Context: an optimization exercise on an open-source flow, tuned for small area, a short achievable clock period and few clock cycles. The choices shown serve that exercise and are no tape-out recipe. Function was checked by simulation only, so behaviour that the tests miss may differ from the original. Power is estimated from default activity; no workload was simulated.

==> flow/design.v (outline; a module is shown in full before it is edited, if it fits) <==
// module MatrixMultUnit: 246 lines
// module mmu_mac: 1489 lines
// module mmu_fa: 4 lines
// module mmu_booth_enc: 51 lines
// module mmu_han: 4 lines
module MatrixMultUnit(
  input  wire reset_n,
  input  wire clk,
  input  wire dut_valid,
  output wire dut_ready,
  output wire        dut__tb__sram_input_write_enable,
  output wire [15:0] dut__tb__sram_input_write_address,
  output wire [31:0] dut__tb__sram_input_write_data,
  output wire [15:0] dut__tb__sram_input_read_address,
  input  wire [31:0] tb__dut__sram_input_read_data,
  output wire        dut__tb__sram_weight_write_enable,
  output wire [15:0] dut__tb__sram_weight_write_address,
  output wire [31:0] dut__tb__sram_weight_write_data,
  output wire [15:0] dut__tb__sram_weight_read_address,
  input  wire [31:0] tb__dut__sram_weight_read_data,
  output wire        dut__tb__sram_result_write_enable,
  output wire [15:0] dut__tb__sram_result_write_address,
  output wire [31:0] dut__tb__sram_result_write_data,
  output wire [15:0] dut__tb__sram_result_read_address,
  input  wire [31:0] tb__dut__sram_result_read_data,
  output wire        dut__tb__sram_scratchpad_write_enable,
  output wire [15:0] dut__tb__sram_scratchpad_write_address,
  output wire [31:0] dut__tb__sram_scratchpad_write_data,
  output wire [15:0] dut__tb__sram_scratchpad_read_address,
  input  wire [31:0] tb__dut__sram_scratchpad_read_data
);
  // ...
==> flow/flow/run.sh <==
#!/bin/bash
# The standard layout (standard synthesis included), with timing repair
# aiming at 6.75 ns of setup slack instead of 0.
set -euo pipefail
bash standard.sh SETUP_SLACK_MARGIN=6.75 finish > standard_flow.log 2>&1
==> flow/standard.sh <==
#!/bin/bash
# synth_recipe.tcl (not shown) runs the flow's synth.tcl, then flattens the netlist and writes it again
# the make line also repeats each setting of config.mk as NAME=value (left out here)
make -C /OpenROAD-flow-scripts/flow DESIGN_CONFIG=/design/flow/config.mk WORK_HOME=/design/flow/orfs CLKGATE_MAP_FILE= SYNTH_SCRIPT=/design/flow/synth_recipe.tcl "${@:-finish}"
==> flow/config.mk <==
export PLATFORM = sky130hd
export DESIGN_NAME = MatrixMultUnit
export DESIGN_NICKNAME = MatrixMultUnit
export VERILOG_FILES = /design/flow/design.v
export SDC_FILE = /design/flow/constraint.sdc
export NUM_CORES = 4
export LEC_CHECK = 0
export ABC_CLOCK_PERIOD_IN_PS = 3000
export CAP_MARGIN = 20
export CORE_MARGIN = 2
export CORE_UTILIZATION = 65
export SLEW_MARGIN = 20
export SYNTH_HIERARCHICAL = 1
==> flow/constraint.sdc <==
create_clock -name core_clock -period 10.0 [get_ports {clk}]
set_input_delay 2.0000 -clock core_clock [delete_from_list [all_inputs] [get_ports {clk}]]
set_output_delay 2.0000 -clock core_clock [all_outputs]
set_load 0.01 [all_outputs]
==> metrics.cfg, run 1 <==
[logic_synthesis]
syn-cell-area_um2 = 30300
yosys.area_share.simple_pct = 7.88
async_reset_ff_share_pct = 2.08
yosys-top-cells-count = 351 x xnor2_1, 345 x dfxtp_1, 269 x a22oi_1

[grt]
grt_antenna_before_repair = 0
met1_usage_pct = 45.6

[power_and_ir_drop]
pwr-share-comb_pct = 53.1
p_clk_mw = 1.89

[die]
dieArea_um2 = 48300
die_h_um = 220

[routing]
ant_nets = 0
drt-met1-wl_mm = 33.2
drc = 0
wl_met3_mm = 7.47

[worst_setup_path]
path_cells = inv_8 > xnor2_1 > fa_1 > fa_1 > fa_2 > xnor2_2 > xnor2_1 > xnor2_1 > xnor2_1 > xnor2_1 > xnor2_1
r2r_slack_ps = 6780
cp_slowest_stage_delay_ps = 470
crit_family = adder cells
worstSetupPathDepth = 11
cp.required_ps = 10520
cp.arrival_ps = 3740

[run_status]
status = no timing/DRC/antenna violations

[finish]
regArea_um2 = 9680
fillers = 3342
multi_input_gates = 2032
nClkBuffers = 69
fin_cells = 3711
final_util_pct = 73.8
layout_commonest_cell = xnor2_1

[sta]
worst_pin_slew_ps = 1100
max_freq_ghz = 0.311
hold_ws_ps = 328

[placed_design]
dp.cells = 3601
dp_hpwl_mm = 59.9

[cts]
cts_made_buffers = 48
cts_buffer_depth = 3
post_cts_buffers = 5

Testbench counts, summed over its fixed seeds: cycles 565,141.
==> run 2: changes to the inputs <==
==> flow/flow/run.sh (replaced) <==
#!/bin/bash
# The standard layout (standard synthesis included), with timing repair
# aiming at 6.85 ns of setup slack instead of 0.
set -euo pipefail
bash standard.sh SETUP_SLACK_MARGIN=6.85 finish > standard_flow.log 2>&1
--- a/flow/config.mk
+++ b/flow/config.mk
@@ -6,8 +6,9 @@
 export NUM_CORES = 4
 export LEC_CHECK = 0
-export ABC_CLOCK_PERIOD_IN_PS = 3000
 export CAP_MARGIN = 20
 export CORE_MARGIN = 2
 export CORE_UTILIZATION = 65
+export CTS_CLUSTER_DIAMETER = 60
+export CTS_CLUSTER_SIZE = 25
 export SLEW_MARGIN = 20
 export SYNTH_HIERARCHICAL = 1
==> metrics.cfg, run 2 <==
[run_status]
status = no timing/DRC/antenna violations

[job]
cap_violations = 0

[cts]
cts_root_buffer = clkbuf_16
cts_sinks = 433
cts_buffer_depth = 3  ; unchanged
h-tree-depth = 2
clk_pin_slew_ps = 90
cts_tree = yes
cts_made_buffers = 36  ; -25%
insertion_delay_ps = 600
hold_buffers = 0

[sta]
worst_pin_slew_ps = 1100  ; +2.42 ps
clock_skew_ps = 38.5
max_freq_ghz = 0.310  ; -0.34%
rsz0062_at_grt = true
setup_tns_ps = 0
relSlewSlack_pct = 26.4
setup_viol = 0
finalCriticalPeriod_ps = 3230
hold_ws_ps = 334  ; +6.18 ps
finalHoldViolations = 0
period_share_pct = 32.3
slew_viol_final = 0

[die]
start_util_pct = 65.4
dieArea_um2 = 48300  ; unchanged
die_x_um = 220
coreArea_um2 = 46300
io_pins = 392
num_rows = 79
die_h_um = 220  ; unchanged

[worst_setup_path]
crit_family = adder cells
crit_path_max_fanout = 5
cp.required_ps = 10500  ; -20 ps
critical_path_buf_inv_count = 2
path_common_cell = xnor2_1
cp.arrival_ps = 3730  ; about the same
cp-end-kind = register
r2r_slack_ps = 6770  ; about the same
cp_slowest_stage_delay_ps = 530  ; +60 ps
slowest_stage = fa_1
path_cells = clkinv_4 > buf_12 > xnor2_2 > fa_1 > fa_1 > fa_2 > xnor2_2 > xnor2_1 > xnor2_1 > xnor2_1 > xnor2_1 > xnor2_1
cp-start-kind = register
worstSetupPathType = register to register

[logic_synthesis]
syn-cell-area_um2 = 30300  ; unchanged
yosys-top-cells-count = 351 x xnor2_1, 345 x dfxtp_1, 269 x a22oi_1
synth_seq_cells = 433
postSynth.topFlopCell = dfxtp_1
avgSynthCellArea_um2 = 10.2
synth_area_leaders = dfxtp_1 23%, fa_1 17%, xnor2_1 10%
yosysTopAreaCell = dfxtp_1
yosysMostFrequentCell = xnor2_1
synth_cells = 2979
ys_types = 85
async_reset_ff_share_pct = 2.08  ; unchanged
seq_area_frac_synth_pct = 31.4
synth_edf_count = 79
netlist.area_leader.share_pct = 22.8
yosysWarnings = 8

[placed_design]
postPlaceCellArea_um2 = 32000
portBuffers = 265
place_congestion = 0.940
dp_hpwl_mm = 60.7  ; +1.5%

[routing]
vias_per_cell = 6.00
wl_per_cell_um = 22.8
ant_nets = 0  ; unchanged
drc = 0  ; unchanged
vias = 22500
drt_wl_total_mm = 85.5
dr.pass1.iters = 6
drt_iter0_markers = 2370

[power_and_ir_drop]
peakVddDrop_uv = 352
power.density_nw_per_um2 = 289
p_leak_nw = 14.1

[grt]
grt_overflow = 0
grt_antenna_before_repair = 0  ; unchanged
grt_max_degree = 65
grt_use_total_pct = 35.5
grt_first_pass_wirelength_mm = 130
first_global_vias = 22500

[finish]
area_growth_pct = 12.3
fillers = 3413  ; +2.1%
nNetsFinal = 3601
layout_commonest_cell = xnor2_1
antennaDiodeCount = 0
stdcell_area_um2 = 34000
drive_above_1_share_pct = 19.5
layout_common_cells = 347 x xnor2_1, 263 x a22oi_1, 256 x fa_1

[worst_hold_path]
hold_class = register to register

[run 2: cell counts after synthesis]
Identical to the previous run, type by type.
[run 2: worst paths after layout]
path / depth (start not counted) / to / start
min in group asynchronous: 1 / last1$_DFF_PN0_ / reset_n
worst min register to register: 0 / first2$_DFF_P_ / first1$_DFF_P_
worst max register to register: 12 / u_mac.q31_3$_DFF_P_ / op_neg[1]$_DFF_P_
worst min-delay path: 0 / first2$_DFF_P_ / first1$_DFF_P_
worst max-delay path: 12 / u_mac.q31_3$_DFF_P_ / op_neg[1]$_DFF_P_
max in group asynchronous: 1 / we$_DFF_PN0_ / reset_n
[run 2: final cells by class]
cell class	instances	area, µm²	area share, %
tap	607	759	2.24
sequential	433	9780	28.8
clock inverter	26	319	0.939
multi-input combinational	2032	18200	53.4
timing repair inverter	4	25.0	0.0737
timing repair buffer	367	2960	8.72
inverter	243	1000	2.95
clock buffer	40	978	2.88
[run 2: what timing repair did]
item | CTS | global route
resized for setup | 684 | 53
pin swaps | 13 | 9
setup buffers | 80 | 2
gates cloned | 5 | 0
endpoints found under the setup margin | 220 | 69
[run 2: stage by stage]
step / cells / utilization [%] / worst slack [ps] / power (mW)
finish: 3752 / 73.4 / 6770 / 9.81
global route: 3752 / 73.4 / 6700 / 10.6
CTS: 3750 / 73.7 / 6780 / 9.81
detailed placement: 3599 / 69.2 / 5840 / 8.21
global placement: 3599 / 69.2 / 6050 / 7.92
floorplan: 3104 / - / 6850 / 6.52
[run 2: cells by family (layout without fill, tap and decap cells)]
family / Yosys count / count (layout) / share of synthesized area, %
xor+xnor: 420 / 420 / 12.2
simple gates: 465 / 465 / 7.88
fa+ha+maj: 353 / 353 / 21.0
compound gates: 570 / 570 / 13.3
buf+inv: 639 / 680 / 10.7
mux: 98 / 98 / 3.54
flops: 433 / 433 / 31.4
other cells: 1 / 126 / 0.0124
[run 2: worst reg2reg max path: cells and delay by family, from the launching register on]
family | cells | cell delay, ps
buffers and inverters | 2 | 260
adders and majority gates | 3 | 1430
DFF | 1 | 370
xor gates and xnor gates | 7 | 1110
[run 2: where the power goes]
part / leakage (nW) / internal (mW) / switching [mW]
Clock: 0.645 / 0.775 / 0.791
Combinational: 9.66 / 2.48 / 2.96
Sequential: 3.76 / 2.44 / 0.376
Total: 14.1 / 5.69 / 4.13
[run 2: routing by layer]
metal / global-route usage, % / vias to the layer above / part of all wire, %
li1: - / 9987 / -
met1: 46.9 / 11000 / 40
met2: 57.0 / 1333 / 46
met3: 6.51 / 236 / 8.8
met4: 16.8 / 0 / 5.2
met5: 0 / - / 0
[run 2: modules after synthesis, one instance, submodules excluded]
module / cells inside / flops+latches / times used / area (µm²)
MatrixMultUnit: 1196 / 218 / 1 / 11900
mmu_booth_enc: 78 / 0 / 1 / 544
mmu_fa: 1 / 0 / 255 / 20.0
mmu_han: 5 / 0 / 32 / 27.5
mmu_mac: 1290 / 215 / 1 / 11800
==> run 3: changes to the inputs <==
--- a/flow/config.mk
+++ b/flow/config.mk
@@ -6,9 +6,7 @@
 export NUM_CORES = 4
 export LEC_CHECK = 0
-export CAP_MARGIN = 20
+export CAP_MARGIN = 5
 export CORE_MARGIN = 2
 export CORE_UTILIZATION = 65
-export CTS_CLUSTER_DIAMETER = 60
-export CTS_CLUSTER_SIZE = 25
-export SLEW_MARGIN = 20
+export SLEW_MARGIN = 5
 export SYNTH_HIERARCHICAL = 1
==> metrics.cfg, run 3 <==
[worst_hold_path]
hold_depth = 0  ; unchanged
hold_class = register to register
min_from = first1$_DFF_P_
min_to = first2$_DFF_P_

[routing]
ant_nets = 0  ; unchanged
drt_wl_total_mm = 85.5  ; about the same
wl_per_cell_um = 22.7  ; -0.44%
vias_per_cell = 6.02  ; +0.27%
drt_iter0_markers = 2327  ; -1.8%
vias = 22700  ; +0.73%
drc = 0  ; unchanged
dr.pass1.iters = 8  ; +2

[worst_setup_path]
timing.rr.start = op_neg[1]$_DFF_P_
r2r_slack_ps = 6800  ; +30 ps
cp-end-kind = register
cp.required_ps = 10470  ; -30 ps
ff2ff_path_depth = 12  ; unchanged
r2r_end = u_mac.q31_3$_DFF_P_
crit_path_max_fanout = 5  ; unchanged
worstSetupPathType = register to register
cp-start-kind = register
cp.arrival_ps = 3670  ; -60 ps

[sta]
rsz0062_at_grt = true
relSlewSlack_pct = 27.0  ; +0.63 points
finalHoldViolations = 0  ; unchanged
clock_skew_ps = 36.6  ; -1.85 ps
worst_pin_slew_ps = 1090  ; -9.42 ps
setup_tns_ps = 0  ; unchanged
slew_viol_final = 0  ; unchanged
max_freq_ghz = 0.313  ; +0.98%
setup_viol = 0  ; unchanged
hold_ws_ps = 328  ; -6.28 ps
period_share_pct = 32.0  ; -0.31 points
finalCriticalPeriod_ps = 3200  ; -31.5 ps

[logic_synthesis]
yosys-top-cells-count = 351 x xnor2_1, 345 x dfxtp_1, 269 x a22oi_1
synth_area_leaders = dfxtp_1 23%, fa_1 17%, xnor2_1 10%
async_reset_ff_share_pct = 2.08  ; unchanged
seq_area_frac_synth_pct = 31.4  ; unchanged
syn-cell-area_um2 = 30300  ; unchanged
avgSynthCellArea_um2 = 10.2  ; unchanged
synth_seq_cells = 433  ; unchanged
yosysTopAreaCell = dfxtp_1
netlist.area_leader.share_pct = 22.8  ; unchanged
ys_types = 85  ; unchanged
postSynth.topFlopCell = dfxtp_1
yosysMostFrequentCell = xnor2_1
synth_edf_count = 79  ; unchanged
yosysWarnings = 8  ; unchanged
synth_cells = 2979  ; unchanged

[cts]
cts_root_buffer = clkbuf_16
h-tree-depth = 2  ; unchanged
cts_buffer_depth = 3  ; unchanged
cts_sinks = 433  ; unchanged
cts_made_buffers = 47  ; +31%
insertion_delay_ps = 600  ; about the same
cts_tree = yes
clk_pin_slew_ps = 60  ; -30 ps

[placed_design]
place_congestion = 0.940  ; unchanged
dp_hpwl_mm = 60.7  ; unchanged
portBuffers = 265  ; unchanged

[die]
coreArea_um2 = 46300  ; unchanged
die_h_um = 220  ; unchanged
start_util_pct = 65.4  ; unchanged
dieArea_um2 = 48300  ; unchanged
io_pins = 392  ; unchanged
die_x_um = 220  ; unchanged
num_rows = 79  ; unchanged

[grt]
first_global_vias = 22500  ; +0.21%
grt_antenna_before_repair = 1  ; +1
grt_max_degree = 65  ; unchanged
grt_first_pass_wirelength_mm = 130  ; about the same
grt_overflow = 0  ; unchanged
grt_use_total_pct = 35.6  ; +0.050 points

[power_and_ir_drop]
power.total_mw = 9.93  ; +1.2%
power.density_nw_per_um2 = 292  ; +1.0%
peakVddDrop_uv = 361  ; +2.5%
p_leak_nw = 14.1  ; +0.49%

[finish]
layout_common_cells = 346 x xnor2_1, 264 x a22oi_1, 256 x fa_1
final_util_pct = 73.6  ; +0.11 points
layout_commonest_cell = xnor2_1
antennaDiodeCount = 0  ; unchanged
nNetsFinal = 3607  ; +0.17%
area_growth_pct = 12.5
drive_above_1_share_pct = 19.0  ; -0.45 points
multi_input_area_um2 = 18200  ; about the same
fillers = 3411  ; -0.059%
regArea_um2 = 9760  ; -0.22%

[run_status]
status = no timing/DRC/antenna violations

[job]
cap_violations = 0  ; unchanged

## run 3: cell counts after synthesis
Identical to the previous run, type by type.
## run 3: per-layer routing
| metal | share of wire, % | routed length, µm | GRT usage [%] |
|---|---|---|---|
| met5 | 0 | 0 | 0 |
| met4 | 5.5 | 4680 | 17.6 |
| met3 | 8.9 | 7630 | 5.71 |
| met2 | 46 | 39400 | 56.6 |
| met1 | 40 | 33800 | 47.5 |
## run 3: worst max path at each step
stage	from	endpoint
3_3_place_gp	op_neg[5]$_DFF_P_	u_mac.q31_3$_DFF_P_
4_1_cts	b_addr[5]$_DFF_P_	dut__tb__sram_scratchpad_read_address[5]
3_5_place_dp	state[2]$_DFFE_PN0P_	tl[1]$_DFFE_PP_
2_1_floorplan	op_two[1]$_DFF_P_	u_mac.q31_3$_DFF_P_
5_1_grt	op_one[1]$_DFF_P_	u_mac.q31_3$_DFF_P_
6_report	op_neg[1]$_DFF_P_	u_mac.q31_3$_DFF_P_
## run 3: stage by stage
stage / std cells / cell area, µm² / worst slack (ps)
3_3_place_gp: 3599 / 32000 / 6050
4_1_cts: 3763 / 34100 / 6790
6_report: 3769 / 34000 / 6800
2_1_floorplan: 3104 / 30700 / 6850
3_5_place_dp: 3599 / 32000 / 5840
5_1_grt: 3769 / 34000 / 6720
## run 3: modules after synthesis (local to each module, per instance)
| module | cells | flops+latches | cell area [µm²] | times used |
|---|---|---|---|---|
| mmu_mac | 1290 | 215 | 11800 | 1 |
| MatrixMultUnit | 1196 | 218 | 11900 | 1 |
| mmu_fa | 1 | 0 | 20.0 | 255 |
| mmu_booth_enc | 78 | 0 | 544 | 1 |
| mmu_han | 5 | 0 | 27.5 | 32 |
## run 3: area by class of cell
cell class / count / area share [%]
timing repair buffer: 364 / 8.35
tap: 607 / 2.23
timing repair inverter: 2 / 0.0294
multi-input combinational: 2032 / 53.4
inverter: 243 / 2.92
clock buffer: 61 / 3.73
sequential: 433 / 28.7
clock inverter: 27 / 0.710
## run 3: report_power, final
part           internal, mW  switching, mW  leakage (nW)  total (mW)
Clock                 0.982          0.735         0.751        1.72
Combinational          2.45           2.95          9.62        5.40
Sequential             2.43          0.381          3.76        2.81
## run 3: cells by family (layout without fill, tap and decap cells)
family | after synthesis | count (layout) | synth area share (%)
xor+xnor | 420 | 420 | 12.2
simple gates | 465 | 465 | 7.88
other cells | 1 | 126 | 0.0124
flops | 433 | 433 | 31.4
compound gates | 570 | 570 | 13.3
mux | 98 | 98 | 3.54
buf+inv | 639 | 697 | 10.7
fa+ha+maj | 353 | 353 | 21.0
## run 3: critical path, cell delays in order (launching register included)
cell and delay, ps:
dfxtp_2 360, clkinv_4 100, buf_12 150, xnor2_2 140, fa_1 510, fa_1 520
fa_2 380, xnor2_2 150, xnor2_1 140, xnor2_1 210, xnor2_1 160, xnor2_1 170
xnor2_1 100
## run 3: repair_timing
| action | 4_1_cts | 5_1_grt |
|---|---|---|
| pin swaps | 13 | 7 |
| hold endpoints to repair | 0 | 0 |
| endpoints found under the setup margin | 217 | 65 |
| cloned | 3 | 0 |
| gates resized for setup | 708 | 37 |
| setup buffers | 73 | 6 |
| hold buffers | 0 | 0 |
==> run 4: changes to the inputs <==
--- a/flow/config.mk
+++ b/flow/config.mk
@@ -6,7 +6,8 @@
 export NUM_CORES = 4
 export LEC_CHECK = 0
-export CAP_MARGIN = 5
+export ABC_CLOCK_PERIOD_IN_PS = 3000
+export CAP_MARGIN = 20
 export CORE_MARGIN = 2
 export CORE_UTILIZATION = 65
-export SLEW_MARGIN = 5
+export SLEW_MARGIN = 20
 export SYNTH_HIERARCHICAL = 1
==> metrics.cfg, run 4 <==
[sta]
max_freq_ghz = 0.313  ; +0.20%
period_share_pct = 31.9  ; -0.063 points
relSlewSlack_pct = 28.6  ; +1.6 points
slew_viol_final = 0  ; unchanged
setup_viol = 0  ; unchanged
setup_tns_ps = 0  ; unchanged
hold_ws_ps = 328  ; +0.112 ps
clock_skew_ps = 34.2  ; -2.44 ps
finalCriticalPeriod_ps = 3190  ; -6.34 ps
finalHoldViolations = 0  ; unchanged
worst_pin_slew_ps = 1070  ; -23.9 ps
rsz0062_at_grt = true

[routing]
dr.pass1.iters = 7  ; -1
vias_per_cell = 6.00  ; -0.25%
ant_nets = 0  ; unchanged
wl_per_cell_um = 22.7  ; about the same
drt_iter0_markers = 2319  ; -0.34%
drt_wl_total_mm = 85.4  ; about the same
vias = 22600  ; -0.22%
drc = 0  ; unchanged

[finish]
stdcell_area_um2 = 34000  ; about the same
fin_cells = 3770  ; +0.027%
layout_common_cells = 346 x xnor2_1, 264 x a22oi_1, 256 x fa_1
nNetsFinal = 3608  ; +0.028%
area_growth_pct = 12.5  ; about the same
antennaDiodeCount = 0  ; unchanged
drive_above_1_share_pct = 19.1  ; +0.026 points
layout_commonest_cell = xnor2_1

[cts]
cts_made_buffers = 47  ; unchanged
cts_tree = yes
cts_sinks = 433  ; unchanged
cts_root_buffer = clkbuf_16
clk_pin_slew_ps = 60  ; about the same
h-tree-depth = 2  ; unchanged
hold_buffers = 0  ; unchanged
cts_buffer_depth = 3  ; unchanged
insertion_delay_ps = 600  ; about the same

[logic_synthesis]
synth_seq_cells = 433  ; unchanged
yosysMostFrequentCell = xnor2_1
postSynth.topFlopCell = dfxtp_1
netlist.area_leader.share_pct = 22.8  ; unchanged
synth_cells = 2979  ; unchanged
syn-cell-area_um2 = 30300  ; unchanged
synth_edf_count = 79  ; unchanged
yosys-top-cells-count = 351 x xnor2_1, 345 x dfxtp_1, 269 x a22oi_1
async_reset_ff_share_pct = 2.08  ; unchanged
yosysWarnings = 8  ; unchanged
yosysTopAreaCell = dfxtp_1
ys_types = 85  ; unchanged
synth_area_leaders = dfxtp_1 23%, fa_1 17%, xnor2_1 10%
avgSynthCellArea_um2 = 10.2  ; unchanged
seq_area_frac_synth_pct = 31.4  ; unchanged

[worst_setup_path]
startpoint = b_addr[5]$_DFF_P_
r2r_end = u_mac.q31_3$_DFF_P_
cp.arrival_ps = 1190  ; -2480 ps
critical_path_buf_inv_count = 2  ; unchanged
timing.rr.start = op_neg[1]$_DFF_P_
cp_slowest_stage_delay_ps = 360  ; -160 ps
cp-start-kind = register
cp.required_ps = 8000  ; -2470 ps
slowest_stage = dfxtp_4
r2r_slack_ps = 6820  ; +20 ps
worstSetupPathDepth = 2  ; -10
ff2ff_path_depth = 12  ; unchanged
crit_path_max_fanout = 2  ; -3
path_cells = buf_8 > buf_6
crit_family = flip-flops
crit_path_end = dut__tb__sram_scratchpad_read_address[5]
cp-end-kind = primary output
worstSetupPathType = register to primary output

[grt]
grt_antenna_before_repair = 1  ; unchanged
use_met2_pct = 56.6  ; unchanged
grt_max_degree = 65  ; unchanged
use_met3_pct = 5.71  ; unchanged
grt_overflow = 0  ; unchanged
grt_first_pass_wirelength_mm = 130  ; unchanged
busiest_layer = met2
first_global_vias = 22500  ; unchanged
met1_usage_pct = 47.5  ; unchanged
grt_use_total_pct = 35.6  ; unchanged

[die]
coreArea_um2 = 46300  ; unchanged
num_rows = 79  ; unchanged
die_h_um = 220  ; unchanged
io_pins = 392  ; unchanged
dieArea_um2 = 48300  ; unchanged
start_util_pct = 65.4  ; unchanged
die_x_um = 220  ; unchanged

[placed_design]
postPlaceCellArea_um2 = 32000  ; unchanged
place_congestion = 0.940  ; unchanged
portBuffers = 265  ; unchanged
dp_hpwl_mm = 60.7  ; unchanged
dp.cells = 3599  ; unchanged

[worst_hold_path]
hold_class = register to register

[power_and_ir_drop]
power.density_nw_per_um2 = 292  ; about the same
peakVddDrop_uv = 359  ; -0.73%
p_leak_nw = 14.1  ; about the same

[run_status]
status = no timing/DRC/antenna violations

[job]
cap_violations = 0  ; unchanged

## run 4: cell counts after synthesis
Identical to the previous run, type by type.
## run 4: worst min path at each step
stage,end,startpoint,depth (start not counted)
floorplan,first2$_DFF_P_,first1$_DFF_P_,0
global placement,first3$_DFF_P_,first2$_DFF_P_,0
detailed placement,first2$_DFF_P_,first1$_DFF_P_,0
CTS,first2$_DFF_P_,first1$_DFF_P_,0
global route,first2$_DFF_P_,first1$_DFF_P_,0
finish,first2$_DFF_P_,first1$_DFF_P_,0
## run 4: area by class of cell
class / instances / area, µm²
Clock buffer: 61 / 1270
Clock inverter: 27 / 241
Fill cell: 3411 / 12200
Inverter: 243 / 993
Multi-Input combinational cell: 2032 / 18200
Sequential cell: 433 / 9760
Tap cell: 607 / 759
Timing Repair Buffer: 365 / 2860
Timing Repair inverter: 2 / 10.0
## run 4: worst register-to-register path, stage by stage (launching register included)
cell and delay, ps:
dfxtp_2 360, clkinv_4 100, buf_12 150, xnor2_2 140
fa_1 510, fa_1 510, fa_2 380, xnor2_2 150
xnor2_1 140, xnor2_1 210, xnor2_1 160, xnor2_1 170
xnor2_1 100
## run 4: kinds of logic after synthesis
kind of cell	count (synthesis)	synth area share, %
adders and majority gates	353	21.0
xor gates and xnor gates	420	12.2
other	1	0.0124
DFF	433	31.4
AOI/OAI and AO/OA	570	13.3
and+or+nand+nor	465	7.88
muxes	98	3.54
buffers and inverters	639	10.7
## run 4: per-layer routing
| layer | vias up | routed length [µm] |
|---|---|---|
| met5 | - | 0 |
| met4 | 0 | 4740 |
| met3 | 285 | 7020 |
| met2 | 1289 | 39400 |
| met1 | 11000 | 34300 |
| li1 | 10000 | - |
## run 4: power by group
| group | total [mW] | internal [mW] | switching (mW) |
|---|---|---|---|
| registers | 2.81 | 2.43 | 0.382 |
| logic | 5.40 | 2.45 | 2.95 |
| clock network | 1.72 | 0.982 | 0.737 |
| total | 9.93 | 5.87 | 4.07 |
## run 4: modules after synthesis, one instance, submodules excluded
module	copies in the design	flip-flops and latches
mmu_booth_enc	1	0
mmu_fa	255	0
mmu_han	32	0
mmu_mac	1	215
MatrixMultUnit	1	218
## run 4: repair_timing
action	4_1_cts	5_1_grt
gates resized for setup	708	36
gates cloned	3	0
pin swaps	13	7
buffers inserted	73	6
endpoints found under the setup margin	217	65
## run 4: stage by stage
step	power [mW]	utilization (%)	setup slack, ps
after floorplan	6.52	-	6850
after detailed placement	8.21	69.2	5840
after global routing	10.7	73.6	6720
after CTS	9.92	73.6	6790
after global placement	7.92	69.2	6050
final	9.93	73.6	6810
==> run 5: changes to the inputs <==
==> flow/run.sh (new file) <==
#!/bin/bash
# synth_recipe.tcl (not shown) runs the flow's synth.tcl, then flattens the netlist and writes it again
# the make line also repeats each setting of config.mk as NAME=value (left out here)
make -C /OpenROAD-flow-scripts/flow DESIGN_CONFIG=/design/flow/config.mk WORK_HOME=/design/flow/orfs CLKGATE_MAP_FILE= SYNTH_SCRIPT=/design/flow/synth_recipe.tcl finish
--- a/flow/config.mk
+++ b/flow/config.mk
@@ -6,8 +6,8 @@
 export NUM_CORES = 4
 export LEC_CHECK = 0
-export ABC_CLOCK_PERIOD_IN_PS = 3000
 export CAP_MARGIN = 20
 export CORE_MARGIN = 2
 export CORE_UTILIZATION = 65
+export SETUP_SLACK_MARGIN = 5
 export SLEW_MARGIN = 20
 export SYNTH_HIERARCHICAL = 1
removed: flow/flow/run.sh
removed: flow/standard.sh
==> metrics.cfg, run 5 <==
[run_status]
status = no timing/DRC/antenna violations

[power_and_ir_drop]
peakVddDrop_uv = 379  ; +5.8%
p_leak_nw = 13.7  ; -3.3%
power.density_nw_per_um2 = 303  ; +3.7%

[sta]
hold_ws_ps = 326  ; -1.85 ps
finalHoldViolations = 0  ; unchanged
worst_pin_slew_ps = 1200  ; +127 ps
max_freq_ghz = 0.251  ; -20%
clock_skew_ps = 22.9  ; -11.3 ps
slew_viol_final = 0  ; unchanged
setup_viol = 0  ; unchanged
relSlewSlack_pct = 20.2  ; -8.4 points
rsz0062_at_grt = false
finalCriticalPeriod_ps = 3980  ; +792 ps
period_share_pct = 39.8  ; +7.9 points
setup_tns_ps = 0  ; unchanged

[die]
io_pins = 392  ; unchanged
start_util_pct = 65.4  ; unchanged
die_x_um = 220  ; unchanged
dieArea_um2 = 48300  ; unchanged
die_h_um = 220  ; unchanged
coreArea_um2 = 46300  ; unchanged
num_rows = 79  ; unchanged

[worst_setup_path]
cp.required_ps = 10530  ; +2530 ps
crit_path_max_fanout = 27  ; +25
cp-end-kind = register
cp-start-kind = register
cp.arrival_ps = 4510  ; +3320 ps
worstSetupPathType = register to register

[finish]
layout_common_cells = 351 x xnor2_1, 340 x dfxtp_1, 269 x a22oi_1
regArea_um2 = 9510  ; -2.5%
nNetsFinal = 3533  ; -2.1%
fillers = 3304  ; -3.1%
drive_above_1_share_pct = 9.29  ; -9.8 points
multi_input_area_um2 = 18000  ; -0.79%
layout_commonest_cell = xnor2_1
area_growth_pct = 11.7
fin_cells = 3695  ; -2.0%
antennaDiodeCount = 0  ; unchanged

[routing]
drt_iter0_markers = 2424  ; +4.5%
ant_nets = 0  ; unchanged
vias_per_cell = 6.01  ; +0.17%
vias = 22200  ; -1.8%
dr.pass1.iters = 6  ; -1
drc = 0  ; unchanged
drt_wl_total_mm = 82.8  ; -3.0%
wl_per_cell_um = 22.4  ; -1.0%

[cts]
cts_made_buffers = 48  ; +2.1%
cts_resized = 0  ; -100%
cts_sinks = 433  ; unchanged
cts_tree = yes
hold_buffers = 0  ; unchanged
clk_pin_slew_ps = 60  ; about the same
insertion_delay_ps = 610  ; about the same
h-tree-depth = 2  ; unchanged
cts_root_buffer = clkbuf_16
post_cts_buffers = 0  ; -100%
cts_buffer_depth = 3  ; unchanged

[logic_synthesis]
async_reset_ff_share_pct = 2.08  ; unchanged
synth_cells = 2979  ; unchanged
yosysMostFrequentCell = xnor2_1
yosysTopAreaCell = dfxtp_1
synth_seq_cells = 433  ; unchanged
yosysWarnings = 8  ; unchanged
postSynth.topFlopCell = dfxtp_1
seq_area_frac_synth_pct = 31.4  ; unchanged
netlist.area_leader.share_pct = 22.8  ; unchanged
synth_edf_count = 79  ; unchanged
yosys-top-cells-count = 351 x xnor2_1, 345 x dfxtp_1, 269 x a22oi_1
ys_types = 85  ; unchanged
synth_area_leaders = dfxtp_1 23%, fa_1 17%, xnor2_1 10%
avgSynthCellArea_um2 = 10.2  ; unchanged
syn-cell-area_um2 = 30300  ; unchanged

[placed_design]
portBuffers = 265  ; unchanged
dp.cells = 3605  ; +0.17%
place_congestion = 0.950  ; +1.1%
dp_hpwl_mm = 61.2  ; +0.81%

[grt]
grt_use_total_pct = 34.5  ; -1.1 points
grt_overflow = 0  ; unchanged
grt_antenna_before_repair = 2  ; +1
grt_first_pass_wirelength_mm = 127  ; -2.4%
first_global_vias = 21900  ; -2.7%
grt_max_degree = 65  ; unchanged

[job]
cap_violations = 0  ; unchanged

[worst_hold_path]
hold_class = register to register

-- run 5: per-stage QoR --
step	cell area, µm²	utilization (%)	setup WS, ps	total power, mW
after floorplan	30700	-	6580	6.51
after global placement	32000	69.2	6090	7.89
after detailed placement	32000	69.2	6020	8.20
after CTS	33700	72.9	5970	10.2
after global routing	33800	73.0	5870	11.0
final	33800	73.0	6020	10.2
-- run 5: power by group --
part           total (mW)  switching [mW]  internal (mW)  leakage [nW]
registers            2.85           0.434           2.41          3.74
clock network        1.90           0.751           1.15         0.845
logic                5.47            2.89           2.58          9.09
-- run 5: worst paths after layout --
kind	startpoint	end	slack [ps]	cells past startpoint
min in group asynchronous	reset_n	last1$_DFF_PN0_	1690	1
setup reg to reg	op_two[2]$_DFF_P_	u_mac.q31_3$_DFF_P_	6020	11
max in group asynchronous	reset_n	busy$_DFFE_PN0P_	8010	1
setup / recovery	op_two[2]$_DFF_P_	u_mac.q31_3$_DFF_P_	6020	11
hold / removal	first1$_DFF_P_	first2$_DFF_P_	330	0
hold reg to reg	first1$_DFF_P_	first2$_DFF_P_	330	0
-- run 5: metal layers --
layer	GRT usage [%]	share of wire [%]	up-vias	wire length, µm
li1	-	-	9841	-
met5	0	0.025	-	21
met3	4.76	7.8	234	6460
met1	46.6	41	10900	33700
met4	12.4	3.7	4	3050
met2	56.8	48	1229	39600
-- run 5: cell type report --
cell class	instances	area share (%)
sequential	433	28.2
tap	607	2.25
clock inverter	23	0.900
inverter	243	2.72
timing repair buffer	291	8.48
multi-input combinational	2032	53.3
clock buffer	66	4.18
-- run 5: critical path, stage by stage, from the launching register on --
cell and delay (ps):
dfxtp_1 1110, a22oi_1 200, xnor2_1 220, fa_1 590, fa_1 430, fa_1 400, xnor2_1 150, xnor2_1 200
xnor2_1 150, xnor2_1 160, xnor2_1 160, xnor2_1 140
-- run 5: cells by family after synthesis --
family / count (synthesis) / synth area share (%)
muxes: 98 / 3.54
xor gates and xnor gates: 420 / 12.2
and+or+nand+nor: 465 / 7.88
DFF: 433 / 31.4
AOI/OAI and AO/OA: 570 / 13.3
other: 1 / 0.0124
adders and majority gates: 353 / 21.0
buffers and inverters: 639 / 10.7
-- run 5: per-module statistics from Yosys, one instance, submodules excluded --
module,copies in the design,area (µm²),cells inside
mmu_booth_enc,1,544,78
mmu_fa,255,20.0,1
mmu_mac,1,11800,1290
MatrixMultUnit,1,11900,1196
mmu_han,32,27.5,5

-- re-timing with driven ports --
How much do the figures lean on ideal ports? The routed layouts below were timed once more, with nothing changed but the port constraints. Step 1 sets driving cells, clkbuf_16 on the clock port and buf_2 on the other inputs (assumed; they add their load-dependent delay and slew). Step 2 also shifts input and output timing later by t, the mid clock arrival at the registers, as if the neighbouring blocks saw the same clock. a / b / c = ideal / step 1 / step 2; a / b = the first two.
| run | t (ns) | setup slack, ns | worst data-port slew with drivers (ns) |
|---|---|---|---|
| run 1 | 0.649 | 6.782 / 6.723 / 6.621 | 0.08 |
| run 2 | 0.633 | 6.771 / 6.753 / 6.678 | 0.07 |
| run 3 | 0.643 | 6.803 / 6.752 / 6.701 | 0.07 |
| run 4 | 0.642 | 6.809 / 6.752 / 6.709 | 0.07 |
| run 5 | 0.654 | 6.017 / 6.017 / 6.017 | 0.07 |
After both steps setup and hold are still met in every run listed. The setup slack of run 1, which loses most, moves by -0.059 ns with the drivers and by -0.161 ns with both steps.
